Source: an optimization exercise on an open RTL-to-GDS flow (aim: small area, a short achievable clock period and few clock cycles). Production flows keep margins and buffers that such runs may drop. Only simulation tests tie the RTL to the original design; equivalence was not proved. Power and IR drop assume default switching activity.

`design.v`:
```
module multiplier ( input  wire clk, start, is_signed,
                    input  wire [31:0] a, b,
                    output wire [63:0] s,
                    output reg  done
                   );
  reg  [32:0] ar;             
  wire [32:0] ar_d;
  reg  [33:0] sr, cr;         
  reg  [31:0] l;              
  reg         ci;             
  reg  [7:0] plx, ply;      
  reg  [3:0] e1, e2, en;     
  reg         corr;           
  reg  [2:0] st;
  reg         cl;             
  reg         f0;             
  reg  [31:0] hr;             
  wire fin = (st == 3'd4);
  wire sq1 = sr[0] & ~f0;
  wire cq2 = cr[0] & ~f0;
  wire sq3 = sr[1] & ~f0;
  wire cq4 = cr[1] & ~f0;
  wire sq5 = sr[2] & ~f0;
  wire cq6 = cr[2] & ~f0;
  wire sq7 = sr[3] & ~f0;
  wire cq8 = cr[3] & ~f0;
  wire sq9 = sr[4] & ~f0;
  wire cq10 = cr[4] & ~f0;
  wire sq11 = sr[5] & ~f0;
  wire cq12 = cr[5] & ~f0;
  wire sq13 = sr[6] & ~f0;
  wire cq14 = cr[6] & ~f0;
  wire sq15 = sr[7] & ~f0;
  wire cq16 = cr[7] & ~f0;
  wire sq17 = sr[8] & ~f0;
  wire cq18 = cr[8] & ~f0;
  wire sq19 = sr[9] & ~f0;
  wire cq20 = cr[9] & ~f0;
  wire sq21 = sr[10] & ~f0;
  wire cq22 = cr[10] & ~f0;
  wire sq23 = sr[11] & ~f0;
  wire cq24 = cr[11] & ~f0;
  wire sq25 = sr[12] & ~f0;
  wire cq26 = cr[12] & ~f0;
  wire sq27 = sr[13] & ~f0;
  wire cq28 = cr[13] & ~f0;
  wire sq29 = sr[14] & ~f0;
  wire cq30 = cr[14] & ~f0;
  wire sq31 = sr[15] & ~f0;
  wire cq32 = cr[15] & ~f0;
  wire sq33 = sr[16] & ~f0;
  wire cq34 = cr[16] & ~f0;
  wire sq35 = sr[17] & ~f0;
  wire cq36 = cr[17] & ~f0;
  wire sq37 = sr[18] & ~f0;
  wire cq38 = cr[18] & ~f0;
  wire sq39 = sr[19] & ~f0;
  wire cq40 = cr[19] & ~f0;
  wire sq41 = sr[20] & ~f0;
  wire cq42 = cr[20] & ~f0;
  wire sq43 = sr[21] & ~f0;
  wire cq44 = cr[21] & ~f0;
  wire sq45 = sr[22] & ~f0;
  wire cq46 = cr[22] & ~f0;
  wire sq47 = sr[23] & ~f0;
  wire cq48 = cr[23] & ~f0;
  wire sq49 = sr[24] & ~f0;
  wire cq50 = cr[24] & ~f0;
  wire sq51 = sr[25] & ~f0;
  wire cq52 = cr[25] & ~f0;
  wire sq53 = sr[26] & ~f0;
  wire cq54 = cr[26] & ~f0;
  wire sq55 = sr[27] & ~f0;
  wire cq56 = cr[27] & ~f0;
  wire sq57 = sr[28] & ~f0;
  wire cq58 = cr[28] & ~f0;
  wire sq59 = sr[29] & ~f0;
  wire cq60 = cr[29] & ~f0;
  wire sq61 = sr[30] & ~f0;
  wire cq62 = cr[30] & ~f0;
  wire sq63 = sr[31] & ~f0;
  wire cq64 = cr[31] & ~f0;
  wire sq65 = sr[32] & ~f0;
  wire cq66 = cr[32] & ~f0;
  wire sq67 = sr[33] & ~f0;
  wire cq68 = cr[33] & ~f0;
  wire pp69 = (e1[0] & ar[0]) ^ en[0];
  wire pp70;
  PPS u71 (e1[0], e2[0], en[0], ar[1], ar[0], pp70);
  wire pp72;
  PPS u73 (e1[0], e2[0], en[0], ar[2], ar[1], pp72);
  wire pp74;
  PPS u75 (e1[0], e2[0], en[0], ar[3], ar[2], pp74);
  wire pp76;
  PPS u77 (e1[0], e2[0], en[0], ar[4], ar[3], pp76);
  wire pp78;
  PPS u79 (e1[0], e2[0], en[0], ar[5], ar[4], pp78);
  wire pp80;
  PPS u81 (e1[0], e2[0], en[0], ar[6], ar[5], pp80);
  wire pp82;
  PPS u83 (e1[0], e2[0], en[0], ar[7], ar[6], pp82);
  wire pp84;
  PPS u85 (e1[0], e2[0], en[0], ar[8], ar[7], pp84);
  wire pp86;
  PPS u87 (e1[0], e2[0], en[0], ar[9], ar[8], pp86);
  wire pp88;
  PPS u89 (e1[0], e2[0], en[0], ar[10], ar[9], pp88);
  wire pp90;
  PPS u91 (e1[0], e2[0], en[0], ar[11], ar[10], pp90);
  wire pp92;
  PPS u93 (e1[0], e2[0], en[0], ar[12], ar[11], pp92);
  wire pp94;
  PPS u95 (e1[0], e2[0], en[0], ar[13], ar[12], pp94);
  wire pp96;
  PPS u97 (e1[0], e2[0], en[0], ar[14], ar[13], pp96);
  wire pp98;
  PPS u99 (e1[0], e2[0], en[0], ar[15], ar[14], pp98);
  wire pp100;
  PPS u101 (e1[0], e2[0], en[0], ar[16], ar[15], pp100);
  wire pp102;
  PPS u103 (e1[0], e2[0], en[0], ar[17], ar[16], pp102);
  wire pp104;
  PPS u105 (e1[0], e2[0], en[0], ar[18], ar[17], pp104);
  wire pp106;
  PPS u107 (e1[0], e2[0], en[0], ar[19], ar[18], pp106);
  wire pp108;
  PPS u109 (e1[0], e2[0], en[0], ar[20], ar[19], pp108);
  wire pp110;
  PPS u111 (e1[0], e2[0], en[0], ar[21], ar[20], pp110);
  wire pp112;
  PPS u113 (e1[0], e2[0], en[0], ar[22], ar[21], pp112);
  wire pp114;
  PPS u115 (e1[0], e2[0], en[0], ar[23], ar[22], pp114);
  wire pp116;
  PPS u117 (e1[0], e2[0], en[0], ar[24], ar[23], pp116);
  wire pp118;
  PPS u119 (e1[0], e2[0], en[0], ar[25], ar[24], pp118);
  wire pp120;
  PPS u121 (e1[0], e2[0], en[0], ar[26], ar[25], pp120);
  wire pp122;
  PPS u123 (e1[0], e2[0], en[0], ar[27], ar[26], pp122);
  wire pp124;
  PPS u125 (e1[0], e2[0], en[0], ar[28], ar[27], pp124);
  wire pp126;
  PPS u127 (e1[0], e2[0], en[0], ar[29], ar[28], pp126);
  wire pp128;
  PPS u129 (e1[0], e2[0], en[0], ar[30], ar[29], pp128);
  wire pp130;
  PPS u131 (e1[0], e2[0], en[0], ar[31], ar[30], pp130);
  wire pp132;
  PPS u133 (e1[0], e2[0], en[0], ar[32], ar[31], pp132);
  wire sg134 = ~(((e1[0] | e2[0]) & ar[32]) ^ en[0]);
  wire pp135 = (e1[1] & ar[0]) ^ en[1];
  wire pp136;
  PPS u137 (e1[1], e2[1], en[1], ar[1], ar[0], pp136);
  wire pp138;
  PPS u139 (e1[1], e2[1], en[1], ar[2], ar[1], pp138);
  wire pp140;
  PPS u141 (e1[1], e2[1], en[1], ar[3], ar[2], pp140);
  wire pp142;
  PPS u143 (e1[1], e2[1], en[1], ar[4], ar[3], pp142);
  wire pp144;
  PPS u145 (e1[1], e2[1], en[1], ar[5], ar[4], pp144);
  wire pp146;
  PPS u147 (e1[1], e2[1], en[1], ar[6], ar[5], pp146);
  wire pp148;
  PPS u149 (e1[1], e2[1], en[1], ar[7], ar[6], pp148);
  wire pp150;
  PPS u151 (e1[1], e2[1], en[1], ar[8], ar[7], pp150);
  wire pp152;
  PPS u153 (e1[1], e2[1], en[1], ar[9], ar[8], pp152);
  wire pp154;
  PPS u155 (e1[1], e2[1], en[1], ar[10], ar[9], pp154);
  wire pp156;
  PPS u157 (e1[1], e2[1], en[1], ar[11], ar[10], pp156);
  wire pp158;
  PPS u159 (e1[1], e2[1], en[1], ar[12], ar[11], pp158);
  wire pp160;
  PPS u161 (e1[1], e2[1], en[1], ar[13], ar[12], pp160);
  wire pp162;
  PPS u163 (e1[1], e2[1], en[1], ar[14], ar[13], pp162);
  wire pp164;
  PPS u165 (e1[1], e2[1], en[1], ar[15], ar[14], pp164);
  wire pp166;
  PPS u167 (e1[1], e2[1], en[1], ar[16], ar[15], pp166);
  wire pp168;
  PPS u169 (e1[1], e2[1], en[1], ar[17], ar[16], pp168);
  wire pp170;
  PPS u171 (e1[1], e2[1], en[1], ar[18], ar[17], pp170);
  wire pp172;
  PPS u173 (e1[1], e2[1], en[1], ar[19], ar[18], pp172);
  wire pp174;
  PPS u175 (e1[1], e2[1], en[1], ar[20], ar[19], pp174);
  wire pp176;
  PPS u177 (e1[1], e2[1], en[1], ar[21], ar[20], pp176);
  wire pp178;
  PPS u179 (e1[1], e2[1], en[1], ar[22], ar[21], pp178);
  wire pp180;
  PPS u181 (e1[1], e2[1], en[1], ar[23], ar[22], pp180);
  wire pp182;
  PPS u183 (e1[1], e2[1], en[1], ar[24], ar[23], pp182);
  wire pp184;
  PPS u185 (e1[1], e2[1], en[1], ar[25], ar[24], pp184);
  wire pp186;
  PPS u187 (e1[1], e2[1], en[1], ar[26], ar[25], pp186);
  wire pp188;
  PPS u189 (e1[1], e2[1], en[1], ar[27], ar[26], pp188);
  wire pp190;
  PPS u191 (e1[1], e2[1], en[1], ar[28], ar[27], pp190);
  wire pp192;
  PPS u193 (e1[1], e2[1], en[1], ar[29], ar[28], pp192);
  wire pp194;
  PPS u195 (e1[1], e2[1], en[1], ar[30], ar[29], pp194);
  wire pp196;
  PPS u197 (e1[1], e2[1], en[1], ar[31], ar[30], pp196);
  wire pp198;
  PPS u199 (e1[1], e2[1], en[1], ar[32], ar[31], pp198);
  wire sg200 = ~(((e1[1] | e2[1]) & ar[32]) ^ en[1]);
  wire pp201 = (e1[2] & ar[0]) ^ en[2];
  wire pp202;
  PPS u203 (e1[2], e2[2], en[2], ar[1], ar[0], pp202);
  wire pp204;
  PPS u205 (e1[2], e2[2], en[2], ar[2], ar[1], pp204);
  wire pp206;
  PPS u207 (e1[2], e2[2], en[2], ar[3], ar[2], pp206);
  wire pp208;
  PPS u209 (e1[2], e2[2], en[2], ar[4], ar[3], pp208);
  wire pp210;
  PPS u211 (e1[2], e2[2], en[2], ar[5], ar[4], pp210);
  wire pp212;
  PPS u213 (e1[2], e2[2], en[2], ar[6], ar[5], pp212);
  wire pp214;
  PPS u215 (e1[2], e2[2], en[2], ar[7], ar[6], pp214);
  wire pp216;
  PPS u217 (e1[2], e2[2], en[2], ar[8], ar[7], pp216);
  wire pp218;
  PPS u219 (e1[2], e2[2], en[2], ar[9], ar[8], pp218);
  wire pp220;
  PPS u221 (e1[2], e2[2], en[2], ar[10], ar[9], pp220);
  wire pp222;
  PPS u223 (e1[2], e2[2], en[2], ar[11], ar[10], pp222);
  wire pp224;
  PPS u225 (e1[2], e2[2], en[2], ar[12], ar[11], pp224);
  wire pp226;
  PPS u227 (e1[2], e2[2], en[2], ar[13], ar[12], pp226);
  wire pp228;
  PPS u229 (e1[2], e2[2], en[2], ar[14], ar[13], pp228);
  wire pp230;
  PPS u231 (e1[2], e2[2], en[2], ar[15], ar[14], pp230);
  wire pp232;
  PPS u233 (e1[2], e2[2], en[2], ar[16], ar[15], pp232);
  wire pp234;
  PPS u235 (e1[2], e2[2], en[2], ar[17], ar[16], pp234);
  wire pp236;
  PPS u237 (e1[2], e2[2], en[2], ar[18], ar[17], pp236);
  wire pp238;
  PPS u239 (e1[2], e2[2], en[2], ar[19], ar[18], pp238);
  wire pp240;
  PPS u241 (e1[2], e2[2], en[2], ar[20], ar[19], pp240);
  wire pp242;
  PPS u243 (e1[2], e2[2], en[2], ar[21], ar[20], pp242);
  wire pp244;
  PPS u245 (e1[2], e2[2], en[2], ar[22], ar[21], pp244);
  wire pp246;
  PPS u247 (e1[2], e2[2], en[2], ar[23], ar[22], pp246);
  wire pp248;
  PPS u249 (e1[2], e2[2], en[2], ar[24], ar[23], pp248);
  wire pp250;
  PPS u251 (e1[2], e2[2], en[2], ar[25], ar[24], pp250);
  wire pp252;
  PPS u253 (e1[2], e2[2], en[2], ar[26], ar[25], pp252);
  wire pp254;
  PPS u255 (e1[2], e2[2], en[2], ar[27], ar[26], pp254);
  wire pp256;
  PPS u257 (e1[2], e2[2], en[2], ar[28], ar[27], pp256);
  wire pp258;
  PPS u259 (e1[2], e2[2], en[2], ar[29], ar[28], pp258);
  wire pp260;
  PPS u261 (e1[2], e2[2], en[2], ar[30], ar[29], pp260);
  wire pp262;
  PPS u263 (e1[2], e2[2], en[2], ar[31], ar[30], pp262);
  wire pp264;
  PPS u265 (e1[2], e2[2], en[2], ar[32], ar[31], pp264);
  wire sg266 = ~(((e1[2] | e2[2]) & ar[32]) ^ en[2]);
  wire pp267 = (e1[3] & ar[0]) ^ en[3];
  wire pp268;
  PPS u269 (e1[3], e2[3], en[3], ar[1], ar[0], pp268);
  wire pp270;
  PPS u271 (e1[3], e2[3], en[3], ar[2], ar[1], pp270);
  wire pp272;
  PPS u273 (e1[3], e2[3], en[3], ar[3], ar[2], pp272);
  wire pp274;
  PPS u275 (e1[3], e2[3], en[3], ar[4], ar[3], pp274);
  wire pp276;
  PPS u277 (e1[3], e2[3], en[3], ar[5], ar[4], pp276);
  wire pp278;
  PPS u279 (e1[3], e2[3], en[3], ar[6], ar[5], pp278);
  wire pp280;
  PPS u281 (e1[3], e2[3], en[3], ar[7], ar[6], pp280);
  wire pp282;
  PPS u283 (e1[3], e2[3], en[3], ar[8], ar[7], pp282);
  wire pp284;
  PPS u285 (e1[3], e2[3], en[3], ar[9], ar[8], pp284);
  wire pp286;
  PPS u287 (e1[3], e2[3], en[3], ar[10], ar[9], pp286);
  wire pp288;
  PPS u289 (e1[3], e2[3], en[3], ar[11], ar[10], pp288);
  wire pp290;
  PPS u291 (e1[3], e2[3], en[3], ar[12], ar[11], pp290);
  wire pp292;
  PPS u293 (e1[3], e2[3], en[3], ar[13], ar[12], pp292);
  wire pp294;
  PPS u295 (e1[3], e2[3], en[3], ar[14], ar[13], pp294);
  wire pp296;
  PPS u297 (e1[3], e2[3], en[3], ar[15], ar[14], pp296);
  wire pp298;
  PPS u299 (e1[3], e2[3], en[3], ar[16], ar[15], pp298);
  wire pp300;
  PPS u301 (e1[3], e2[3], en[3], ar[17], ar[16], pp300);
  wire pp302;
  PPS u303 (e1[3], e2[3], en[3], ar[18], ar[17], pp302);
  wire pp304;
  PPS u305 (e1[3], e2[3], en[3], ar[19], ar[18], pp304);
  wire pp306;
  PPS u307 (e1[3], e2[3], en[3], ar[20], ar[19], pp306);
  wire pp308;
  PPS u309 (e1[3], e2[3], en[3], ar[21], ar[20], pp308);
  wire pp310;
  PPS u311 (e1[3], e2[3], en[3], ar[22], ar[21], pp310);
  wire pp312;
  PPS u313 (e1[3], e2[3], en[3], ar[23], ar[22], pp312);
  wire pp314;
  PPS u315 (e1[3], e2[3], en[3], ar[24], ar[23], pp314);
  wire pp316;
  PPS u317 (e1[3], e2[3], en[3], ar[25], ar[24], pp316);
  wire pp318;
  PPS u319 (e1[3], e2[3], en[3], ar[26], ar[25], pp318);
  wire pp320;
  PPS u321 (e1[3], e2[3], en[3], ar[27], ar[26], pp320);
  wire pp322;
  PPS u323 (e1[3], e2[3], en[3], ar[28], ar[27], pp322);
  wire pp324;
  PPS u325 (e1[3], e2[3], en[3], ar[29], ar[28], pp324);
  wire pp326;
  PPS u327 (e1[3], e2[3], en[3], ar[30], ar[29], pp326);
  wire pp328;
  PPS u329 (e1[3], e2[3], en[3], ar[31], ar[30], pp328);
  wire pp330;
  PPS u331 (e1[3], e2[3], en[3], ar[32], ar[31], pp330);
  wire sg332 = ~(((e1[3] | e2[3]) & ar[32]) ^ en[3]);
  wire pc333 = cl & ar[0];
  wire pc334 = cl & ar[1];
  wire pc335 = cl & ar[2];
  wire pc336 = cl & ar[3];
  wire pc337 = cl & ar[4];
  wire pc338 = cl & ar[5];
  wire pc339 = cl & ar[6];
  wire pc340 = cl & ar[7];
  wire pc341 = cl & ar[8];
  wire pc342 = cl & ar[9];
  wire pc343 = cl & ar[10];
  wire pc344 = cl & ar[11];
  wire pc345 = cl & ar[12];
  wire pc346 = cl & ar[13];
  wire pc347 = cl & ar[14];
  wire pc348 = cl & ar[15];
  wire pc349 = cl & ar[16];
  wire pc350 = cl & ar[17];
  wire pc351 = cl & ar[18];
  wire pc352 = cl & ar[19];
  wire pc353 = cl & ar[20];
  wire pc354 = cl & ar[21];
  wire pc355 = cl & ar[22];
  wire pc356 = cl & ar[23];
  wire pc357 = cl & ar[24];
  wire pc358 = cl & ar[25];
  wire pc359 = cl & ar[26];
  wire pc360 = cl & ar[27];
  wire pc361 = cl & ar[28];
  wire pc362 = cl & ar[29];
  wire pc363 = cl & ar[30];
  wire pc364 = cl & ar[31];
  wire cf365 = ~pp198;
  wire cf366 = ~pp264;
  wire cf367 = ~pp330;
  wire _w1, _w2;
  FX u368 (en[0], cq2, sq1, _w1, _w2);
  wire _w3, _w4;
  FX u369 (cq4, sq3, pp70, _w3, _w4);
  wire _w5, _w6;
  FX u370 (en[1], cq6, sq5, _w5, _w6);
  wire _w7, _w8;
  FX u371 (pp135, pp72, _w5, _w7, _w8);
  wire _w9, _w10;
  FX u372 (cq8, sq7, pp136, _w9, _w10);
  wire _w11, _w12;
  FX u373 (pp74, _w6, _w9, _w11, _w12);
  wire _w13, _w14;
  FX u374 (en[2], cq10, sq9, _w13, _w14);
  wire _w15, _w16;
  FX u375 (pp138, pp201, pp76, _w15, _w16);
  wire _w17, _w18;
  FX u376 (_w13, _w10, _w15, _w17, _w18);
  wire _w19, _w20;
  FX u377 (cq12, sq11, pp140, _w19, _w20);
  wire _w21, _w22;
  FX u378 (pp202, pp78, _w14, _w21, _w22);
  wire _w23, _w24;
  FX u379 (_w19, _w16, _w21, _w23, _w24);
  wire _w25, _w26;
  FX u380 (en[3], cq14, sq13, _w25, _w26);
  wire _w27, _w28;
  FX u381 (pp142, pp204, pp267, _w27, _w28);
  wire _w29, _w30;
  FX u382 (pp80, _w25, _w20, _w29, _w30);
  wire _w31, _w32;
  FX u383 (_w27, _w22, _w29, _w31, _w32);
  wire _w33, _w34;
  FX u384 (cq16, sq15, pp144, _w33, _w34);
  wire _w35, _w36;
  FX u385 (pp206, pp268, pp82, _w35, _w36);
  wire _w37, _w38;
  FX u386 (_w26, _w33, _w28, _w37, _w38);
  wire _w39, _w40;
  FX u387 (_w35, _w30, _w37, _w39, _w40);
  wire _w41, _w42;
  FX u388 (cq18, sq17, pp146, _w41, _w42);
  wire _w43, _w44;
  FX u389 (pp208, pp270, pp84, _w43, _w44);
  wire _w45, _w46;
  FX u390 (pc333, _w41, _w34, _w45, _w46);
  wire _w47, _w48;
  FX u391 (_w36, _w43, _w38, _w47, _w48);
  wire _w49, _w50;
  HX u392 (_w45, _w47, _w49, _w50);
  wire _w51, _w52;
  FX u393 (cq20, sq19, pp148, _w51, _w52);
  wire _w53, _w54;
  FX u394 (pp210, pp272, pp86, _w53, _w54);
  wire _w55, _w56;
  FX u395 (pc334, _w51, _w42, _w55, _w56);
  wire _w57, _w58;
  FX u396 (_w44, _w53, _w46, _w57, _w58);
  wire _w59, _w60;
  FX u397 (_w55, _w57, _w48, _w59, _w60);
  wire _w61, _w62;
  FX u398 (cq22, sq21, pp150, _w61, _w62);
  wire _w63, _w64;
  FX u399 (pp212, pp274, pp88, _w63, _w64);
  wire _w65, _w66;
  FX u400 (pc335, _w61, _w52, _w65, _w66);
  wire _w67, _w68;
  FX u401 (_w54, _w63, _w56, _w67, _w68);
  wire _w69, _w70;
  FX u402 (_w65, _w67, _w58, _w69, _w70);
  wire _w71, _w72;
  FX u403 (cq24, sq23, pp152, _w71, _w72);
  wire _w73, _w74;
  FX u404 (pp214, pp276, pp90, _w73, _w74);
  wire _w75, _w76;
  FX u405 (pc336, _w71, _w62, _w75, _w76);
  wire _w77, _w78;
  FX u406 (_w64, _w73, _w66, _w77, _w78);
  wire _w79, _w80;
  FX u407 (_w75, _w77, _w68, _w79, _w80);
  wire _w81, _w82;
  FX u408 (cq26, sq25, pp154, _w81, _w82);
  wire _w83, _w84;
  FX u409 (pp216, pp278, pp92, _w83, _w84);
  wire _w85, _w86;
  FX u410 (pc337, _w81, _w72, _w85, _w86);
  wire _w87, _w88;
  FX u411 (_w74, _w83, _w76, _w87, _w88);
  wire _w89, _w90;
  FX u412 (_w85, _w87, _w78, _w89, _w90);
  wire _w91, _w92;
  FX u413 (cq28, sq27, pp156, _w91, _w92);
  wire _w93, _w94;
  FX u414 (pp218, pp280, pp94, _w93, _w94);
  wire _w95, _w96;
  FX u415 (pc338, _w91, _w82, _w95, _w96);
  wire _w97, _w98;
  FX u416 (_w84, _w93, _w86, _w97, _w98);
  wire _w99, _w100;
  FX u417 (_w95, _w97, _w88, _w99, _w100);
  wire _w101, _w102;
  FX u418 (cq30, sq29, pp158, _w101, _w102);
  wire _w103, _w104;
  FX u419 (pp220, pp282, pp96, _w103, _w104);
  wire _w105, _w106;
  FX u420 (pc339, _w101, _w92, _w105, _w106);
  wire _w107, _w108;
  FX u421 (_w94, _w103, _w96, _w107, _w108);
  wire _w109, _w110;
  FX u422 (_w105, _w107, _w98, _w109, _w110);
  wire _w111, _w112;
  FX u423 (cq32, sq31, pp160, _w111, _w112);
  wire _w113, _w114;
  FX u424 (pp222, pp284, pp98, _w113, _w114);
  wire _w115, _w116;
  FX u425 (pc340, _w111, _w102, _w115, _w116);
  wire _w117, _w118;
  FX u426 (_w104, _w113, _w106, _w117, _w118);
  wire _w119, _w120;
  FX u427 (_w115, _w117, _w108, _w119, _w120);
  wire _w121, _w122;
  FX u428 (cq34, sq33, pp100, _w121, _w122);
  wire _w123, _w124;
  FX u429 (pp162, pp224, pp286, _w123, _w124);
  wire _w125, _w126;
  FX u430 (pc341, _w121, _w112, _w125, _w126);
  wire _w127, _w128;
  FX u431 (_w114, _w123, _w116, _w127, _w128);
  wire _w129, _w130;
  FX u432 (_w125, _w127, _w118, _w129, _w130);
  wire _w131, _w132;
  FX u433 (cq36, sq35, pp102, _w131, _w132);
  wire _w133, _w134;
  FX u434 (pp164, pp226, pp288, _w133, _w134);
  wire _w135, _w136;
  FX u435 (pc342, _w131, _w122, _w135, _w136);
  wire _w137, _w138;
  FX u436 (_w124, _w133, _w126, _w137, _w138);
  wire _w139, _w140;
  FX u437 (_w135, _w137, _w128, _w139, _w140);
  wire _w141, _w142;
  FX u438 (cq38, sq37, pp104, _w141, _w142);
  wire _w143, _w144;
  FX u439 (pp166, pp228, pp290, _w143, _w144);
  wire _w145, _w146;
  FX u440 (pc343, _w141, _w132, _w145, _w146);
  wire _w147, _w148;
  FX u441 (_w134, _w143, _w136, _w147, _w148);
  wire _w149, _w150;
  FX u442 (_w145, _w147, _w138, _w149, _w150);
  wire _w151, _w152;
  FX u443 (cq40, sq39, pp106, _w151, _w152);
  wire _w153, _w154;
  FX u444 (pp168, pp230, pp292, _w153, _w154);
  wire _w155, _w156;
  FX u445 (pc344, _w151, _w142, _w155, _w156);
  wire _w157, _w158;
  FX u446 (_w144, _w153, _w146, _w157, _w158);
  wire _w159, _w160;
  FX u447 (_w155, _w157, _w148, _w159, _w160);
  wire _w161, _w162;
  FX u448 (cq42, sq41, pp108, _w161, _w162);
  wire _w163, _w164;
  FX u449 (pp170, pp232, pp294, _w163, _w164);
  wire _w165, _w166;
  FX u450 (pc345, _w161, _w152, _w165, _w166);
  wire _w167, _w168;
  FX u451 (_w154, _w163, _w156, _w167, _w168);
  wire _w169, _w170;
  FX u452 (_w165, _w167, _w158, _w169, _w170);
  wire _w171, _w172;
  FX u453 (cq44, sq43, pp110, _w171, _w172);
  wire _w173, _w174;
  FX u454 (pp172, pp234, pp296, _w173, _w174);
  wire _w175, _w176;
  FX u455 (pc346, _w171, _w162, _w175, _w176);
  wire _w177, _w178;
  FX u456 (_w164, _w173, _w166, _w177, _w178);
  wire _w179, _w180;
  FX u457 (_w175, _w177, _w168, _w179, _w180);
  wire _w181, _w182;
  FX u458 (cq46, sq45, pp112, _w181, _w182);
  wire _w183, _w184;
  FX u459 (pp174, pp236, pp298, _w183, _w184);
  wire _w185, _w186;
  FX u460 (pc347, _w181, _w172, _w185, _w186);
  wire _w187, _w188;
  FX u461 (_w174, _w183, _w176, _w187, _w188);
  wire _w189, _w190;
  FX u462 (_w185, _w187, _w178, _w189, _w190);
  wire _w191, _w192;
  FX u463 (cq48, sq47, pp114, _w191, _w192);
  wire _w193, _w194;
  FX u464 (pp176, pp238, pp300, _w193, _w194);
  wire _w195, _w196;
  FX u465 (pc348, _w191, _w182, _w195, _w196);
  wire _w197, _w198;
  FX u466 (_w184, _w193, _w186, _w197, _w198);
  wire _w199, _w200;
  FX u467 (_w195, _w197, _w188, _w199, _w200);
  wire _w201, _w202;
  FX u468 (cq50, sq49, pp116, _w201, _w202);
  wire _w203, _w204;
  FX u469 (pp178, pp240, pp302, _w203, _w204);
  wire _w205, _w206;
  FX u470 (pc349, _w201, _w192, _w205, _w206);
  wire _w207, _w208;
  FX u471 (_w194, _w203, _w196, _w207, _w208);
  wire _w209, _w210;
  FX u472 (_w205, _w207, _w198, _w209, _w210);
  wire _w211, _w212;
  FX u473 (cq52, sq51, pp118, _w211, _w212);
  wire _w213, _w214;
  FX u474 (pp180, pp242, pp304, _w213, _w214);
  wire _w215, _w216;
  FX u475 (pc350, _w211, _w202, _w215, _w216);
  wire _w217, _w218;
  FX u476 (_w204, _w213, _w206, _w217, _w218);
  wire _w219, _w220;
  FX u477 (_w215, _w217, _w208, _w219, _w220);
  wire _w221, _w222;
  FX u478 (cq54, sq53, pp120, _w221, _w222);
  wire _w223, _w224;
  FX u479 (pp182, pp244, pp306, _w223, _w224);
  wire _w225, _w226;
  FX u480 (pc351, _w221, _w212, _w225, _w226);
  wire _w227, _w228;
  FX u481 (_w214, _w223, _w216, _w227, _w228);
  wire _w229, _w230;
  FX u482 (_w225, _w227, _w218, _w229, _w230);
  wire _w231, _w232;
  FX u483 (cq56, sq55, pp122, _w231, _w232);
  wire _w233, _w234;
  FX u484 (pp184, pp246, pp308, _w233, _w234);
  wire _w235, _w236;
  FX u485 (pc352, _w231, _w222, _w235, _w236);
  wire _w237, _w238;
  FX u486 (_w224, _w233, _w226, _w237, _w238);
  wire _w239, _w240;
  FX u487 (_w235, _w237, _w228, _w239, _w240);
  wire _w241, _w242;
  FX u488 (cq58, sq57, pp124, _w241, _w242);
  wire _w243, _w244;
  FX u489 (pp186, pp248, pp310, _w243, _w244);
  wire _w245, _w246;
  FX u490 (pc353, _w241, _w232, _w245, _w246);
  wire _w247, _w248;
  FX u491 (_w234, _w243, _w236, _w247, _w248);
  wire _w249, _w250;
  FX u492 (_w245, _w247, _w238, _w249, _w250);
  wire _w251, _w252;
  FX u493 (cq60, sq59, pp126, _w251, _w252);
  wire _w253, _w254;
  FX u494 (pp188, pp250, pp312, _w253, _w254);
  wire _w255, _w256;
  FX u495 (pc354, _w251, _w242, _w255, _w256);
  wire _w257, _w258;
  FX u496 (_w244, _w253, _w246, _w257, _w258);
  wire _w259, _w260;
  FX u497 (_w255, _w257, _w248, _w259, _w260);
  wire _w261, _w262;
  FX u498 (cq62, sq61, pp128, _w261, _w262);
  wire _w263, _w264;
  FX u499 (pp190, pp252, pp314, _w263, _w264);
  wire _w265, _w266;
  FX u500 (pc355, _w261, _w252, _w265, _w266);
  wire _w267, _w268;
  FX u501 (_w254, _w263, _w256, _w267, _w268);
  wire _w269, _w270;
  FX u502 (_w265, _w267, _w258, _w269, _w270);
  wire _w271, _w272;
  FX u503 (cq64, sq63, pp130, _w271, _w272);
  wire _w273, _w274;
  FX u504 (pp192, pp254, pp316, _w273, _w274);
  wire _w275, _w276;
  FX u505 (pc356, _w271, _w262, _w275, _w276);
  wire _w277, _w278;
  FX u506 (_w264, _w273, _w266, _w277, _w278);
  wire _w279, _w280;
  FX u507 (_w275, _w277, _w268, _w279, _w280);
  wire _w281, _w282;
  FX u508 (cq66, sq65, pp132, _w281, _w282);
  wire _w283, _w284;
  FX u509 (pp194, pp256, pp318, _w283, _w284);
  wire _w285, _w286;
  FX u510 (pc357, _w281, _w272, _w285, _w286);
  wire _w287, _w288;
  FX u511 (_w274, _w283, _w276, _w287, _w288);
  wire _w289, _w290;
  FX u512 (_w285, _w287, _w278, _w289, _w290);
  wire _w291, _w292;
  FX u513 (f0, cq68, sq67, _w291, _w292);
  wire _w293, _w294;
  FX u514 (pp196, pp258, pp320, _w293, _w294);
  wire _w295, _w296;
  FX u515 (sg134, pc358, _w291, _w295, _w296);
  wire _w297, _w298;
  FX u516 (_w282, _w284, _w293, _w297, _w298);
  wire _w299, _w300;
  FX u517 (_w295, _w286, _w297, _w299, _w300);
  wire _w301, _w302;
  HX u518 (_w288, _w299, _w301, _w302);
  wire _w303, _w304;
  FX u519 (cf365, pp260, pp322, _w303, _w304);
  wire _w305, _w306;
  FX u520 (pc359, _w292, _w294, _w305, _w306);
  wire _w307, _w308;
  FX u521 (_w303, _w296, _w305, _w307, _w308);
  wire _w309, _w310;
  FX u522 (_w298, _w307, _w300, _w309, _w310);
  wire _w311, _w312;
  FX u523 (pp198, pp262, pp324, _w311, _w312);
  wire _w313, _w314;
  FX u524 (sg200, pc360, _w304, _w313, _w314);
  wire _w315, _w316;
  FX u525 (_w311, _w313, _w306, _w315, _w316);
  wire _w317, _w318;
  HX u526 (_w315, _w308, _w317, _w318);
  wire _w319, _w320;
  FX u527 (cf366, pp326, pc361, _w319, _w320);
  wire _w321, _w322;
  FX u528 (_w312, _w319, _w314, _w321, _w322);
  wire _w323, _w324;
  HX u529 (_w321, _w316, _w323, _w324);
  wire _w325, _w326;
  FX u530 (pp264, pp328, sg266, _w325, _w326);
  wire _w327, _w328;
  FX u531 (pc362, _w320, _w325, _w327, _w328);
  wire _w329, _w330;
  HX u532 (_w327, _w322, _w329, _w330);
  wire _w331, _w332;
  FX u533 (cf367, pc363, _w326, _w331, _w332);
  wire _w333, _w334;
  HX u534 (_w331, _w328, _w333, _w334);
  wire _w335, _w336;
  FX u535 (pp330, sg332, pc364, _w335, _w336);
  wire _w337, _w338;
  HX u536 (_w335, _w332, _w337, _w338);
  wire _w339, _w340;
  HX u537 (1'b1, _w336, _w339, _w340);
  wire [41:0] tx = {_w340, _w338, _w334, _w330, _w324, _w318, _w310, _w302, _w290, _w280, _w270, _w260, _w250, _w240, _w230, _w220, _w210, _w200, _w190, _w180, _w170, _w160, _w150, _w140, _w130, _w120, _w110, _w100, _w90, _w80, _w70, _w60, _w50, _w40, _w32, _w24, _w18, _w12, _w8, _w4, _w2, pp69};
  wire [41:0] ty = {1'b0, _w339, _w337, _w333, _w329, _w323, _w317, _w309, _w301, _w289, _w279, _w269, _w259, _w249, _w239, _w229, _w219, _w209, _w199, _w189, _w179, _w169, _w159, _w149, _w139, _w129, _w119, _w109, _w99, _w89, _w79, _w69, _w59, _w49, _w39, _w31, _w23, _w17, _w11, _w7, _w3, _w1};
  wire [8:0] lo = f0 ? 9'd0 : plx + ply + ci;
  wire g538, g539;
  PGN u540 (fx[0], fy[0], g538, g539);
  wire g541, g542;
  PGN u543 (fx[1], fy[1], g541, g542);
  wire g544, g545;
  PGN u546 (fx[2], fy[2], g544, g545);
  wire g547, g548;
  PGN u549 (fx[3], fy[3], g547, g548);
  wire g550, g551;
  PGN u552 (fx[4], fy[4], g550, g551);
  wire g553, g554;
  PGN u555 (fx[5], fy[5], g553, g554);
  wire g556, g557;
  PGN u558 (fx[6], fy[6], g556, g557);
  wire g559, g560;
  PGN u561 (fx[7], fy[7], g559, g560);
  wire g562, g563;
  PGN u564 (fx[8], fy[8], g562, g563);
  wire g565, g566;
  PGN u567 (fx[9], fy[9], g565, g566);
  wire g568, g569;
  PGN u570 (fx[10], fy[10], g568, g569);
  wire g571, g572;
  PGN u573 (fx[11], fy[11], g571, g572);
  wire g574, g575;
  PGN u576 (fx[12], fy[12], g574, g575);
  wire g577, g578;
  PGN u579 (fx[13], fy[13], g577, g578);
  wire g580, g581;
  PGN u582 (fx[14], fy[14], g580, g581);
  wire g583, g584;
  PGN u585 (fx[15], fy[15], g583, g584);
  wire g586, g587;
  PGN u588 (fx[16], fy[16], g586, g587);
  wire g589, g590;
  PGN u591 (fx[17], fy[17], g589, g590);
  wire g592, g593;
  PGN u594 (fx[18], fy[18], g592, g593);
  wire g595, g596;
  PGN u597 (fx[19], fy[19], g595, g596);
  wire g598, g599;
  PGN u600 (fx[20], fy[20], g598, g599);
  wire g601, g602;
  PGN u603 (fx[21], fy[21], g601, g602);
  wire g604, g605;
  PGN u606 (fx[22], fy[22], g604, g605);
  wire g607, g608;
  PGN u609 (fx[23], fy[23], g607, g608);
  wire g610, g611;
  PGN u612 (fx[24], fy[24], g610, g611);
  wire g613, g614;
  PGN u615 (fx[25], fy[25], g613, g614);
  wire g616, g617;
  PGN u618 (fx[26], fy[26], g616, g617);
  wire g619, g620;
  PGN u621 (fx[27], fy[27], g619, g620);
  wire g622, g623;
  PGN u624 (fx[28], fy[28], g622, g623);
  wire g625, g626;
  PGN u627 (fx[29], fy[29], g625, g626);
  wire g628, g629;
  PGN u630 (fx[30], fy[30], g628, g629);
  wire g631, g632;
  PGN u633 (fx[31], fy[31], g631, g632);
  wire g634, g635;
  PGN u636 (fx[32], fy[32], g634, g635);
  wire g637, g638;
  PGN u639 (fx[33], fy[33], g637, g638);
  wire g640, g641;
  PGN u642 (fx[34], fy[34], g640, g641);
  wire g643, g644;
  PGN u645 (fx[35], fy[35], g643, g644);
  wire g646, g647;
  PGN u648 (fx[36], fy[36], g646, g647);
  wire g649, g650;
  PGN u651 (fx[37], fy[37], g649, g650);
  wire g652, g653;
  PGN u654 (fx[38], fy[38], g652, g653);
  wire g655, g656;
  PGN u657 (fx[39], fy[39], g655, g656);
  wire n658 = ~ci;
  wire k659;
  NODEI u660 (g539, g538, n658, k659);
  wire k661, k662;
  NODEIP u663 (g545, g544, g542, g541, k661, k662);
  wire k664, k665;
  NODEIP u666 (g551, g550, g548, g547, k664, k665);
  wire k667, k668;
  NODEIP u669 (g557, g556, g554, g553, k667, k668);
  wire k670, k671;
  NODEIP u672 (g563, g562, g560, g559, k670, k671);
  wire k673, k674;
  NODEIP u675 (g569, g568, g566, g565, k673, k674);
  wire k676, k677;
  NODEIP u678 (g575, g574, g572, g571, k676, k677);
  wire k679, k680;
  NODEIP u681 (g581, g580, g578, g577, k679, k680);
  wire k682, k683;
  NODEIP u684 (g587, g586, g584, g583, k682, k683);
  wire k685, k686;
  NODEIP u687 (g593, g592, g590, g589, k685, k686);
  wire k688, k689;
  NODEIP u690 (g599, g598, g596, g595, k688, k689);
  wire k691, k692;
  NODEIP u693 (g605, g604, g602, g601, k691, k692);
  wire k694, k695;
  NODEIP u696 (g611, g610, g608, g607, k694, k695);
  wire k697, k698;
  NODEIP u699 (g617, g616, g614, g613, k697, k698);
  wire k700, k701;
  NODEIP u702 (g623, g622, g620, g619, k700, k701);
  wire k703, k704;
  NODEIP u705 (g629, g628, g626, g625, k703, k704);
  wire k706, k707;
  NODEIP u708 (g635, g634, g632, g631, k706, k707);
  wire k709, k710;
  NODEIP u711 (g641, g640, g638, g637, k709, k710);
  wire k712, k713;
  NODEIP u714 (g647, g646, g644, g643, k712, k713);
  wire k715, k716;
  NODEIP u717 (g653, g652, g650, g649, k715, k716);
  wire n718 = ~k659;
  wire k719;
  NODEI u720 (g542, g541, n718, k719);
  wire k721;
  NODE u722 (k661, k662, k659, k721);
  wire n723 = ~k664;
  wire n724 = ~k665;
  wire k725, k726;
  NODEIP u727 (g554, g553, n723, n724, k725, k726);
  wire k728, k729;
  NODEP u730 (k667, k668, k664, k665, k728, k729);
  wire n731 = ~k670;
  wire n732 = ~k671;
  wire k733, k734;
  NODEIP u735 (g566, g565, n731, n732, k733, k734);
  wire k736, k737;
  NODEP u738 (k673, k674, k670, k671, k736, k737);
  wire n739 = ~k676;
  wire n740 = ~k677;
  wire k741, k742;
  NODEIP u743 (g578, g577, n739, n740, k741, k742);
  wire k744, k745;
  NODEP u746 (k679, k680, k676, k677, k744, k745);
  wire n747 = ~k682;
  wire n748 = ~k683;
  wire k749, k750;
  NODEIP u751 (g590, g589, n747, n748, k749, k750);
  wire k752, k753;
  NODEP u754 (k685, k686, k682, k683, k752, k753);
  wire n755 = ~k688;
  wire n756 = ~k689;
  wire k757, k758;
  NODEIP u759 (g602, g601, n755, n756, k757, k758);
  wire k760, k761;
  NODEP u762 (k691, k692, k688, k689, k760, k761);
  wire n763 = ~k694;
  wire n764 = ~k695;
  wire k765, k766;
  NODEIP u767 (g614, g613, n763, n764, k765, k766);
  wire k768, k769;
  NODEP u770 (k697, k698, k694, k695, k768, k769);
  wire n771 = ~k700;
  wire n772 = ~k701;
  wire k773, k774;
  NODEIP u775 (g626, g625, n771, n772, k773, k774);
  wire k776, k777;
  NODEP u778 (k703, k704, k700, k701, k776, k777);
  wire n779 = ~k706;
  wire n780 = ~k707;
  wire k781, k782;
  NODEIP u783 (g638, g637, n779, n780, k781, k782);
  wire k784, k785;
  NODEP u786 (k709, k710, k706, k707, k784, k785);
  wire n787 = ~k712;
  wire n788 = ~k713;
  wire k789, k790;
  NODEIP u791 (g650, g649, n787, n788, k789, k790);
  wire k792, k793;
  NODEP u794 (k715, k716, k712, k713, k792, k793);
  wire k795;
  NODEI u796 (g548, g547, k721, k795);
  wire n797 = ~k721;
  wire k798;
  NODE u799 (k664, k665, n797, k798);
  wire k800;
  NODE u801 (k725, k726, n797, k800);
  wire k802;
  NODEI u803 (k728, k729, k721, k802);
  wire k804, k805;
  NODEIP u806 (g572, g571, k736, k737, k804, k805);
  wire n807 = ~k736;
  wire n808 = ~k737;
  wire k809, k810;
  NODEP u811 (k676, k677, n807, n808, k809, k810);
  wire k812, k813;
  NODEP u814 (k741, k742, n807, n808, k812, k813);
  wire k815, k816;
  NODEIP u817 (k744, k745, k736, k737, k815, k816);
  wire k818, k819;
  NODEIP u820 (g596, g595, k752, k753, k818, k819);
  wire n821 = ~k752;
  wire n822 = ~k753;
  wire k823, k824;
  NODEP u825 (k688, k689, n821, n822, k823, k824);
  wire k826, k827;
  NODEP u828 (k757, k758, n821, n822, k826, k827);
  wire k829, k830;
  NODEIP u831 (k760, k761, k752, k753, k829, k830);
  wire k832, k833;
  NODEIP u834 (g620, g619, k768, k769, k832, k833);
  wire n835 = ~k768;
  wire n836 = ~k769;
  wire k837, k838;
  NODEP u839 (k700, k701, n835, n836, k837, k838);
  wire k840, k841;
  NODEP u842 (k773, k774, n835, n836, k840, k841);
  wire k843, k844;
  NODEIP u845 (k776, k777, k768, k769, k843, k844);
  wire k846, k847;
  NODEIP u848 (g644, g643, k784, k785, k846, k847);
  wire n849 = ~k784;
  wire n850 = ~k785;
  wire k851, k852;
  NODEP u853 (k712, k713, n849, n850, k851, k852);
  wire k854, k855;
  NODEP u856 (k789, k790, n849, n850, k854, k855);
  wire k857, k858;
  NODEIP u859 (k792, k793, k784, k785, k857, k858);
  wire n860 = ~k802;
  wire k861;
  NODEI u862 (g560, g559, n860, k861);
  wire k863;
  NODE u864 (k670, k671, k802, k863);
  wire k865;
  NODE u866 (k733, k734, k802, k865);
  wire k867;
  NODEI u868 (k736, k737, n860, k867);
  wire k869;
  NODE u870 (k804, k805, k802, k869);
  wire k871;
  NODEI u872 (k809, k810, n860, k871);
  wire k873;
  NODEI u874 (k812, k813, n860, k873);
  wire k875;
  NODE u876 (k815, k816, k802, k875);
  wire n877 = ~k829;
  wire n878 = ~k830;
  wire k879, k880;
  NODEIP u881 (g608, g607, n877, n878, k879, k880);
  wire k882, k883;
  NODEP u884 (k694, k695, k829, k830, k882, k883);
  wire k885, k886;
  NODEP u887 (k765, k766, k829, k830, k885, k886);
  wire k888, k889;
  NODEIP u890 (k768, k769, n877, n878, k888, k889);
  wire k891, k892;
  NODEP u893 (k832, k833, k829, k830, k891, k892);
  wire k894, k895;
  NODEIP u896 (k837, k838, n877, n878, k894, k895);
  wire k897, k898;
  NODEIP u899 (k840, k841, n877, n878, k897, k898);
  wire k900, k901;
  NODEP u902 (k843, k844, k829, k830, k900, k901);
  wire n903 = ~k857;
  wire n904 = ~k858;
  wire k905, k906;
  NODEIP u907 (g656, g655, n903, n904, k905, k906);
  wire k908;
  NODEI u909 (g584, g583, k875, k908);
  wire n910 = ~k875;
  wire k911;
  NODE u912 (k682, k683, n910, k911);
  wire k913;
  NODE u914 (k749, k750, n910, k913);
  wire k915;
  NODEI u916 (k752, k753, k875, k915);
  wire k917;
  NODE u918 (k818, k819, n910, k917);
  wire k919;
  NODEI u920 (k823, k824, k875, k919);
  wire k921;
  NODEI u922 (k826, k827, k875, k921);
  wire k923;
  NODE u924 (k829, k830, n910, k923);
  wire k925;
  NODE u926 (k879, k880, n910, k925);
  wire k927;
  NODEI u928 (k882, k883, k875, k927);
  wire k929;
  NODEI u930 (k885, k886, k875, k929);
  wire k931;
  NODE u932 (k888, k889, n910, k931);
  wire k933;
  NODEI u934 (k891, k892, k875, k933);
  wire k935;
  NODE u936 (k894, k895, n910, k935);
  wire k937;
  NODE u938 (k897, k898, n910, k937);
  wire k939;
  NODEI u940 (k900, k901, k875, k939);
  wire n941 = ~k939;
  wire k942;
  NODEI u943 (g632, g631, n941, k942);
  wire k944;
  NODE u945 (k706, k707, k939, k944);
  wire k946;
  NODE u947 (k781, k782, k939, k946);
  wire k948;
  NODEI u949 (k784, k785, n941, k948);
  wire k950;
  NODE u951 (k846, k847, k939, k950);
  wire k952;
  NODEI u953 (k851, k852, n941, k952);
  wire k954;
  NODEI u955 (k854, k855, n941, k954);
  wire k956;
  NODE u957 (k857, k858, k939, k956);
  wire k958;
  NODE u959 (k905, k906, k939, k958);
  wire r960 = ~(g538 ^ ci);
  wire r961 = ~(g541 ^ k659);
  wire r962 = ~(g544 ^ k719);
  wire r963 = g547 ^ k721;
  wire r964 = ~(g550 ^ k795);
  wire r965 = g553 ^ k798;
  wire r966 = g556 ^ k800;
  wire r967 = ~(g559 ^ k802);
  wire r968 = ~(g562 ^ k861);
  wire r969 = g565 ^ k863;
  wire r970 = g568 ^ k865;
  wire r971 = ~(g571 ^ k867);
  wire r972 = g574 ^ k869;
  wire r973 = ~(g577 ^ k871);
  wire r974 = ~(g580 ^ k873);
  wire r975 = g583 ^ k875;
  wire r976 = ~(g586 ^ k908);
  wire r977 = g589 ^ k911;
  wire r978 = g592 ^ k913;
  wire r979 = ~(g595 ^ k915);
  wire r980 = g598 ^ k917;
  wire r981 = ~(g601 ^ k919);
  wire r982 = ~(g604 ^ k921);
  wire r983 = g607 ^ k923;
  wire r984 = g610 ^ k925;
  wire r985 = ~(g613 ^ k927);
  wire r986 = ~(g616 ^ k929);
  wire r987 = g619 ^ k931;
  wire r988 = ~(g622 ^ k933);
  wire r989 = g625 ^ k935;
  wire r990 = g628 ^ k937;
  wire r991 = ~(g631 ^ k939);
  wire r992 = ~(g634 ^ k942);
  wire r993 = g637 ^ k944;
  wire r994 = g640 ^ k946;
  wire r995 = ~(g643 ^ k948);
  wire r996 = g646 ^ k950;
  wire r997 = ~(g649 ^ k952);
  wire r998 = ~(g652 ^ k954);
  wire r999 = g655 ^ k956;
  wire [39:0] fx = {sr[31:0], plx};
  wire [39:0] fy = {cr[31:0], ply};
  wire [39:0] fsum = {r999, r998, r997, r996, r995, r994, r993, r992, r991, r990, r989, r988, r987, r986, r985, r984, r983, r982, r981, r980, r979, r978, r977, r976, r975, r974, r973, r972, r971, r970, r969, r968, r967, r966, r965, r964, r963, r962, r961, r960};
  wire [8:0] bw = {b[7:0], 1'b0};
  wire [8:0] lw = l[15:7];
  wire [3:0] b1, b2, bn, l1, l2, ln;
  genvar g;
  generate
    for (g = 0; g < 4; g = g + 1) begin : enc
      ENC eb (bw[2*g+2], bw[2*g+1], bw[2*g], b1[g], b2[g], bn[g]);
      ENC el (lw[2*g+2], lw[2*g+1], lw[2*g], l1[g], l2[g], ln[g]);
    end
  endgenerate
  assign s = {hr, l};
  always @(posedge clk) begin
    sr  <= tx[41:8];
    cr  <= ty[41:8];
    plx <= tx[7:0];
    ply <= ty[7:0];
    ci  <= lo[8];
    f0  <= start;
  end
  always @(posedge clk)
    if (fin && !done)
      hr <= fsum[39:8];
  always @(posedge clk)
    if (start) begin
      l    <= b;
      corr <= b[31] & ~is_signed;
      cl   <= 1'b0;
      st   <= 3'd0;
      done <= 1'b0;
    end else if (!done) begin
      st <= st + 3'd1;
      cl <= corr & (st == 3'd2);
      if (fin) begin
        l    <= {fsum[7:0], l[31:8]};
        done <= 1'b1;
      end else begin
        l   <= {lo[7:0], l[31:8]};
      end
    end
  wire [32:0] a_in = {is_signed & a[31], a};
  always @(posedge clk)
    if (start) ar <= a_in;
  always @(posedge clk)
    if (start) begin
      e1 <= b1;
      e2 <= b2;
      en <= bn;
    end else begin
      e1 <= l1;
      e2 <= l2;
      en <= ln;
    end
endmodule
module ENC (input wire b2, b1, b0, output wire one, two, neg);
  assign one = b1 ^ b0;
  assign two = (b2 & ~b1 & ~b0) | (~b2 & b1 & b0);
  assign neg = b2 & ~(b1 & b0);
endmodule
module MX (input wire s, a, b, output wire y);
  assign y = s ? a : b;
endmodule
module PPS (input wire one, two, neg, x, y, output wire p);
  wire n = (one & x) | (two & y);
  X2 u (n, neg, p);
endmodule
module PP (input wire one, two, neg, x, y, output wire p);
  assign p = ((one & x) | (two & y)) ^ neg;
endmodule
module FA (input wire x, y, z, output wire s, c);
  assign s = x ^ y ^ z;
  assign c = (x & y) | (x & z) | (y & z);
endmodule
module FX (input wire x, y, z, output wire s, c);
  wire t;
  X2 x1 (x, y, t);
  X2 x2 (t, z, s);
  MAJ m (x, y, z, c);
endmodule
module X2 (input wire x, y, output wire s);
  assign s = x ^ y;
endmodule
module MAJ (input wire x, y, z, output wire c);
  assign c = (x & y) | (x & z) | (y & z);
endmodule
module HA (input wire x, y, output wire s, c);
  assign s = x ^ y;
  assign c = x & y;
endmodule
module HX (input wire x, y, output wire s, c);
  X2 u1 (x, y, s);
  AN2 u2 (x, y, c);
endmodule
module AN2 (input wire x, y, output wire s);
  assign s = x & y;
endmodule
module PGN (input wire x, y, output wire pn, gn);
  XN2 p (x, y, pn);
  ND2 g (x, y, gn);
endmodule
module XN2 (input wire x, y, output wire s);
  assign s = ~(x ^ y);
endmodule
module ND2 (input wire x, y, output wire s);
  assign s = ~(x & y);
endmodule
module NODE (input wire gh, ph, gl, output wire gn);
  assign gn = ~(gh | (ph & gl));
endmodule
module NODEP (input wire gh, ph, gl, pl, output wire gn, pn);
  assign gn = ~(gh | (ph & gl));
  assign pn = ~(ph & pl);
endmodule
module NODEI (input wire ghn, phn, gln, output wire g);
  assign g = ~(ghn & (phn | gln));
endmodule
module NODEIP (input wire ghn, phn, gln, pln, output wire g, p);
  assign g = ~(ghn & (phn | gln));
  assign p = ~(phn | pln);
endmodule
```
`flow/run.sh`:
```
#!/bin/bash
# The standard layout, with faster port buffers (buf_2 instead of the
# default delay-cell buffer) so register-to-port paths are not limited by them.
set -euo pipefail
bash standard.sh "BUFFER_PORTS_ARGS=-buffer_cell sky130_fd_sc_hd__buf_2" finish > standard_flow.log 2>&1
```
`standard.sh`:
```
#!/bin/bash
# synth_recipe.tcl (not shown) runs the flow's synth.tcl, then flattens the netlist and writes it again
# the make line also repeats each setting of config.mk as NAME=value (left out here)
make -C /OpenROAD-flow-scripts/flow DESIGN_CONFIG=/design/flow/config.mk WORK_HOME=/design/flow/orfs CLKGATE_MAP_FILE= SYNTH_SCRIPT=/design/flow/synth_recipe.tcl "${@:-finish}"
```
`config.mk`:
```
export PLATFORM = sky130hd
export DESIGN_NAME = multiplier
export DESIGN_NICKNAME = multiplier
export VERILOG_FILES = /design/flow/design.v
export SDC_FILE = /design/flow/constraint.sdc
export NUM_CORES = 4
export LEC_CHECK = 0
export CAP_MARGIN = 20
export CORE_MARGIN = 2
export CORE_UTILIZATION = 45
export SETUP_SLACK_MARGIN = 3.3
export SLEW_MARGIN = 20
export SYNTH_HIERARCHICAL = 1
```
`constraint.sdc`:
```
create_clock -name core_clock -period 6.0 [get_ports {clk}]
set_input_delay 1.2000 -clock core_clock [delete_from_list [all_inputs] [get_ports {clk}]]
set_output_delay 1.2000 -clock core_clock [all_outputs]
set_load 0.01 [all_outputs]
```
==> run notes, run 1 <==
- Layout Area Growth over Synthesis: 14.7%
- Die area: roughly 38000 um^2
- CTS sink count: 200
- Initial Util: between 40% and 50%
- CTS tree: done
- Gpl congestion: 0.799
- Worst vdd ir: 346 uV
- Syn avg cell area: 10.3 um^2
- Remaining Overflow, GRT: 0
- Arr. time, crit path: 2990 ps
- Depth of the worst register-to-register path: 8
- Critical Path, Cell by Cell: buf_4 > a22o_1 > xor2_1 > maj3_2 > xor2_1 > xor2_1 > maj3_2 > maj3_2
- N_diodes: 0
- DRT Wirelength: 41900 um
- DR vias: ~12000
- Final min period: between 2000 and 3000 ps
- H-tree Lvls: 4
- Post-Synthesis Cells: 1579
- Wirelength per Cell: between 15 and 20 um
- Core area: 35600 um^2
- Min-Delay Path Depth: 2
- Largest delay share family, worst path: adder cells
- CTS buffer count: 17
- Worst clock skew: 18.9 ps
- Share of layout cells above drive strength 1: between 20% and 30%
- Worst-path clk slew: 90 ps
- Hold Violations, Final: 0
- Layout Nets: 1854
- 1st-iter DRT viols: roughly 600
- Cell area power density: between 600 and 700 nW/um^2
- Worst slack, placed: 2740 ps
- Root buffer cell: clkbuf_16
- Final setup TNS: 0 ps
- Drt via density: approximately 5.3
- Max Buffers Root-to-Sink: 2
- First-pass GRT wire length: 66300 um
- Width of the die: a little under 200 um
- Final Cycle Share: 43.7%
- Residual DRC: 0
- WS Path Type: flop to flop
- Slew Viols, Final: 0
- Skew-Pair Late Insertion Delay: ~470 ps
- Num ports: about 130
- # rows: 69
- Post-DP HPWL: ~30000 um
- IO Port Bufs: 131
- Worst hold path type: flop to flop
- Max stage delay on crit path: 540 ps
- Total track usage: 22.1%
- Critical path required time: 6370 ps
- Largest net degree at the start of global routing: 55
- Fin area: 18600 um^2
- Netlist Area Pre-Place: 16200 um^2
- R2R Path End: sr[27]
- Vias in the first global route: 12023
- Setup crit start kind: flop
- Initial antenna violation count: 0
- RSZ-0062 raised after global routing: true
- Die H: 194 um
- Reg2Reg Setup Slack: approximately 3400 ps
- Post-route worst setup slack: 3380 ps
- Final setup fails: 0
- Maxcap violations: 0
- Crit-path slowest cell: edfxtp_1
- DRT antenna net count: 0
- Outcome: timing/DRC/antenna clean
- Lkg Pwr: 8.04 nW
- CP Max Fanout: 7
- Yosys warning count: 7
- First-pass DRT Iterations: 5
- Hold_sp: cl
- Fmax: 0.382 GHz
- Worst Tran Pin Value: 751 ps
- Critical path capture point type: flop
- Worst Hold End: cl
- Worst Path Buf+Inv: 1
- Reg2reg start: ar[26]
- Placed cell area: approximately 18000 um^2
- Slew headroom: 49.9%
- Hold_buf cts: 0
==> stage by stage <==
stage                     hold slack [ps]  utilization [%]  total power, mW  instances
after floorplan                       486                -             9.53       1584
after global placement                473             49.4             11.1       2176
after detailed placement              474             49.4             11.3       2176
after CTS                             496             51.3             12.6       2212
after global routing                  530             52.4             13.7       2241
final                                 506             52.4             12.7       2241
==> sequential cells by signal (all words and copies together), names as in the netlist <==
signal	count
ar	33
ci	1
cl	1
corr	1
cr	33
done	1
e1	4
e2	4
en	4
f0	1
hr	32
l	32
plx	8
ply	8
sr	34
st	3
==> per-layer routing <==
layer | vias to the layer above | wire [um] | GRT usage (%)
li1 | 5873 | - | -
met1 | 5826 | 19700 | 30.1
met2 | 220 | 20500 | 36.9
met3 | 24 | 1400 | 3.39
met4 | 0 | 360 | 5.19
met5 | - | 0 | 0
==> worst register-to-register path: stages (launching register included) <==
cell and delay (ps):
edfxtp_1 540, buf_4 220, a22o_1 210, xor2_1 170, maj3_2 360, xor2_1 180, xor2_1 180, maj3_2 360
maj3_2 310
==> worst max-delay path by stage <==
| stage | start | to | slack, ps | cells past startpoint |
|---|---|---|---|---|
| 6_report | ar[26] | sr[27] | 3380 | 8 |
| 4_1_cts | plx[0] | hr[29] | 3210 | 9 |
| 3_3_place_gp | plx[0] | hr[30] | 2920 | 9 |
| 3_5_place_dp | plx[0] | hr[29] | 2740 | 9 |
| 2_1_floorplan | start | l[0] | 3300 | 4 |
| 5_1_grt | cr[11] | hr[29] | 3260 | 9 |
==> where the power goes <==
group,total [mW],internal (mW),switching [mW],leakage [nW]
logic,8.87,3.93,4.94,5.93
clock network,1.20,0.596,0.600,0.290
registers,2.62,2.14,0.476,1.82
==> cell usage in the layout, fill, tap and decap left out, types with 40 or more instances in the layout <==
cell type    n
nor2b_1     77
xnor2_1     60
buf_2      130
edfxtp_1    98
dfxtp_1     95
o21ai_2     40
nand2_1     75
nor2_1      50
maj3_2     162
and2_1      41
a22o_1     128
xor2_1     485
==> final cells by class <==
class / instances / area, um^2
fill: 3316 / 16900
inverter: 40 / 154
multi-input combinational: 1326 / 11100
clock inverter: 13 / 160
tap: 461 / 577
sequential: 200 / 5000
clock buffer: 19 / 433
timing repair buffer: 182 / 1150
==> repair_timing <==
| item | CTS | global route |
|---|---|---|
| hold endpoints to repair | 0 | 0 |
| setup endpoints to repair | 69 | 57 |
| setup buffers | 4 | 29 |
| pin swaps | 0 | 5 |
| resized for setup | 18 | 30 |
Testbench counts, summed over its fixed seeds: cycles 9,600.
==> run 2, diff against run 1 <==
==> flow/run.sh (replaced) <==
#!/bin/bash
# The standard layout, with faster port buffers (buf_1 instead of the
# default delay-cell buffer) so register-to-port paths are not limited by them.
set -euo pipefail
bash standard.sh "BUFFER_PORTS_ARGS=-buffer_cell sky130_fd_sc_hd__buf_1" finish > standard_flow.log 2>&1
--- a/config.mk
+++ b/config.mk
@@ -7,7 +7,7 @@
 export LEC_CHECK = 0
 export CAP_MARGIN = 20
 export CORE_MARGIN = 2
-export CORE_UTILIZATION = 45
+export CORE_UTILIZATION = 50
 export SETUP_SLACK_MARGIN = 3.3
 export SLEW_MARGIN = 20
 export SYNTH_HIERARCHICAL = 1
==> run notes, run 2 <==
- Reg2Reg Setup Slack: 3380 ps (about the same)
- Post-Synthesis Cells: 1579 (unchanged)
- Drt via density: 5.34 (was 5.33)
- Reg2reg start: ar[27] (was ar[26])
- Initial Util: 50.3% (was 45.7%)
- Worst slack, placed: 2530 ps (was 2740 ps)
- First-pass DRT Iterations: 5 (unchanged)
- Num ports: 132 (unchanged)
- Final min period: 2620 ps (about the same)
- Arr. time, crit path: 2970 ps (was 2990 ps)
- Syn avg cell area: 10.3 um^2 (unchanged)
- Root buffer cell: clkbuf_16 (unchanged)
- Max Buffers Root-to-Sink: 2 (unchanged)
- Largest net degree at the start of global routing: 80 (was 55)
- Vias in the first global route: 11818 (was 12023)
- Skew-Pair Late Insertion Delay: 470 ps (about the same)
- Core area: 32300 um^2 (was 35600 um^2)
- CP Max Fanout: 6 (was 7)
- Post-route worst setup slack: 3380 ps (about the same)
- Yosys warning count: 7 (unchanged)
- DR WL met3: 1300 um (was 1400 um)
- Worst Tran Pin Value: 1070 ps (was 751 ps)
- Worst-path clk slew: 80 ps (was 90 ps)
- IO Port Bufs: 131 (unchanged)
- Worst vdd ir: 288 uV (was 346 uV)
- Post-DP HPWL: 29100 um (was 29800 um)
- Maxcap violations: 0 (unchanged)
- H-tree Lvls: 4 (unchanged)
- Critical path capture point type: flop (unchanged)
- CTS buffer count: 17 (unchanged)
- Gpl congestion: 0.796 (was 0.799)
- Top Layer Used: met4 (unchanged)
- First-pass GRT wire length: 64400 um (was 66300 um)
- Most frequent cells in the layout: xor2_1, maj3_2, buf_1 (was xor2_1, maj3_2, buf_2)
- Remaining Overflow, GRT: 0 (unchanged)
- Die H: 184 um (was 194 um)
- Placed cell area: 17400 um^2 (was 17600 um^2)
- # rows: 66 (was 69)
- Critical path required time: 6350 ps (was 6370 ps)
- Final setup TNS: 0 ps (unchanged)
- Final setup fails: 0 (unchanged)
- Slew headroom: 28.5% (was 49.9%)
- CTS sink count: 200 (unchanged)
- Lkg Pwr: 7.79 nW (was 8.04 nW)
- Post-layout util: 58.0% (was 52.4%)
- Wire length on met2: 21000 um (was 20500 um)
- Met1 wire length: 19100 um (was 19700 um)
- Fillers: 2889 (was 3316)
- Initial antenna violation count: 3 (was 0)
- WS Path Type: flop to flop (unchanged)
- Biggest regs: sr x34, ar x33, cr x33 (unchanged)
- Width of the die: 184 um (was 194 um)
- RSZ-0062 raised after global routing: true (unchanged)
- Worst clock skew: 13.9 ps (was 18.9 ps)
- Share of layout cells above drive strength 1: 23.3% (was 29.5%)
- Hold Violations, Final: 0 (unchanged)
- DR vias: 11957 (was 11943)
- Worst setup path end: sr[23] (was sr[27])
- Setup crit start kind: flop (unchanged)
- Layout Nets: 1867 (was 1854)
- Residual DRC: 0 (unchanged)
- Total power: 13.1 mW (was 12.7 mW)
- Total track usage: 24.5% (was 22.1%)
- Final Cycle Share: 43.7% (about the same)
- Die area: 33900 um^2 (was 37600 um^2)
- Top reg by flops: sr (unchanged)
- CTS tree: done (unchanged)
- Cell area power density: 700 nW/um^2 (was 681 nW/um^2)
- Netlist Area Pre-Place: 16200 um^2 (unchanged)
- Outcome: timing/DRC/antenna clean (unchanged)
- Fin area: 18700 um^2 (was 18600 um^2)
- Depth of the worst register-to-register path: 7 (was 8)
- Max reg flops: 34 (unchanged)
- Slew Viols, Final: 0 (unchanged)
- 1st-iter DRT viols: 632 (was 608)
- Most common cell after layout, fill and taps aside: xor2_1 (unchanged)
- Layout Area Growth over Synthesis: 15.2% (was 14.7%)
- Hold_buf cts: 0 (unchanged)
- DRT Wirelength: 42000 um (was 41900 um)
- Worst hold path type: flop to flop (unchanged)
- Wirelength per Cell: 18.8 um (was 18.7 um)
- DRT antenna net count: 0 (unchanged)
- Fmax: 0.381 GHz (was 0.382 GHz)
- R2R Path End: sr[23] (was sr[27])
- Worst Setup SP: ar[27] (was ar[26])
[run 2: power breakdown]
group	leakage, nW	switching (mW)	internal, mW
Combinational	5.66	5.16	4.06
Sequential	1.82	0.444	2.15
Clock	0.310	0.601	0.670
[run 2: worst min-delay path by stage]
| stage | from | end | slack, ps | cells past startpoint |
|---|---|---|---|---|
| 2_1_floorplan | corr | cl | 490 | 2 |
| 3_3_place_gp | corr | cl | 530 | 2 |
| 3_5_place_dp | corr | cl | 520 | 2 |
| 4_1_cts | corr | cl | 540 | 2 |
| 5_1_grt | corr | cl | 590 | 2 |
| 6_report | corr | cl | 540 | 2 |
[run 2: area by class of cell]
type	count	area, um^2	share of cell area [%]
flip-flops and latches	200	5020	26.8
diodes	3	7.51	0.0401
clock inverters	13	175	0.936
multi-input cells	1326	11200	59.7
repair buffers	195	1170	6.26
clock buffers	19	464	2.48
inverters	40	150	0.802
well taps	442	553	2.95
[run 2: timing repair]
item / in CTS / in global routing
setup endpoints to repair: 71 / 43
cloned: 0 / 3
pin swaps: 1 / 15
endpoints found under the hold margin: 0 / 0
buffers inserted: 6 / 39
resized for setup: 27 / 31
[run 2: routing by layer]
layer	track usage, %	vias up
met5	0	-
met4	7.52	0
met2	42.6	212
li1	-	5901
met1	31.9	5806
met3	3.02	38
[run 2: worst max-delay path: stages, from the launching register on]
cell and delay, ps:
edfxtp_1 510, buf_4 220, a22o_1 210, xor2_1 160
maj3_2 340, maj3_2 350, maj3_2 350, maj3_2 350
[run 2: per-stage QoR]
| stage | instances | hold WS [ps] |
|---|---|---|
| after global placement | 2155 | 527 |
| after floorplan | 1584 | 486 |
| after detailed placement | 2155 | 521 |
| after global routing | 2238 | 586 |
| after CTS | 2193 | 545 |
| final | 2238 | 537 |

separate check: timing with driven ports:
The flow's constraints put no driver on any port. The routed layouts listed below were extracted and timed again, unchanged, in two steps.
Step 1 sets driving cells, clkbuf_16 on the clock port and buf_2 on the other inputs (assumed; they add their load-dependent delay and slew).
Step 2 moves the port delays by t, midway between the first and last clock arrival at a register: inputs arrive t later, outputs are due t later. That takes back most of the time a late clock gives input paths.
Three values: ideal, step 1, step 2; two values: the first two.
| run | t (ns) | slack for setup (ns) | worst hold slack (ns) | slew at the worst register clock pin (ns) |
|---|---|---|---|---|
| run 1 | 0.518 | 3.381 / 3.381 / 3.133 | 0.506 / 0.506 / 0.506 | 0.09 / 0.09 |
| run 2 | 0.522 | 3.377 / 3.377 / 3.144 | 0.537 / 0.537 / 0.537 | 0.08 / 0.08 |
After both steps every run listed still meets setup and hold. The setup slack of run 1, which loses most, moves by 0.000 ns with the drivers and by -0.248 ns with both steps.
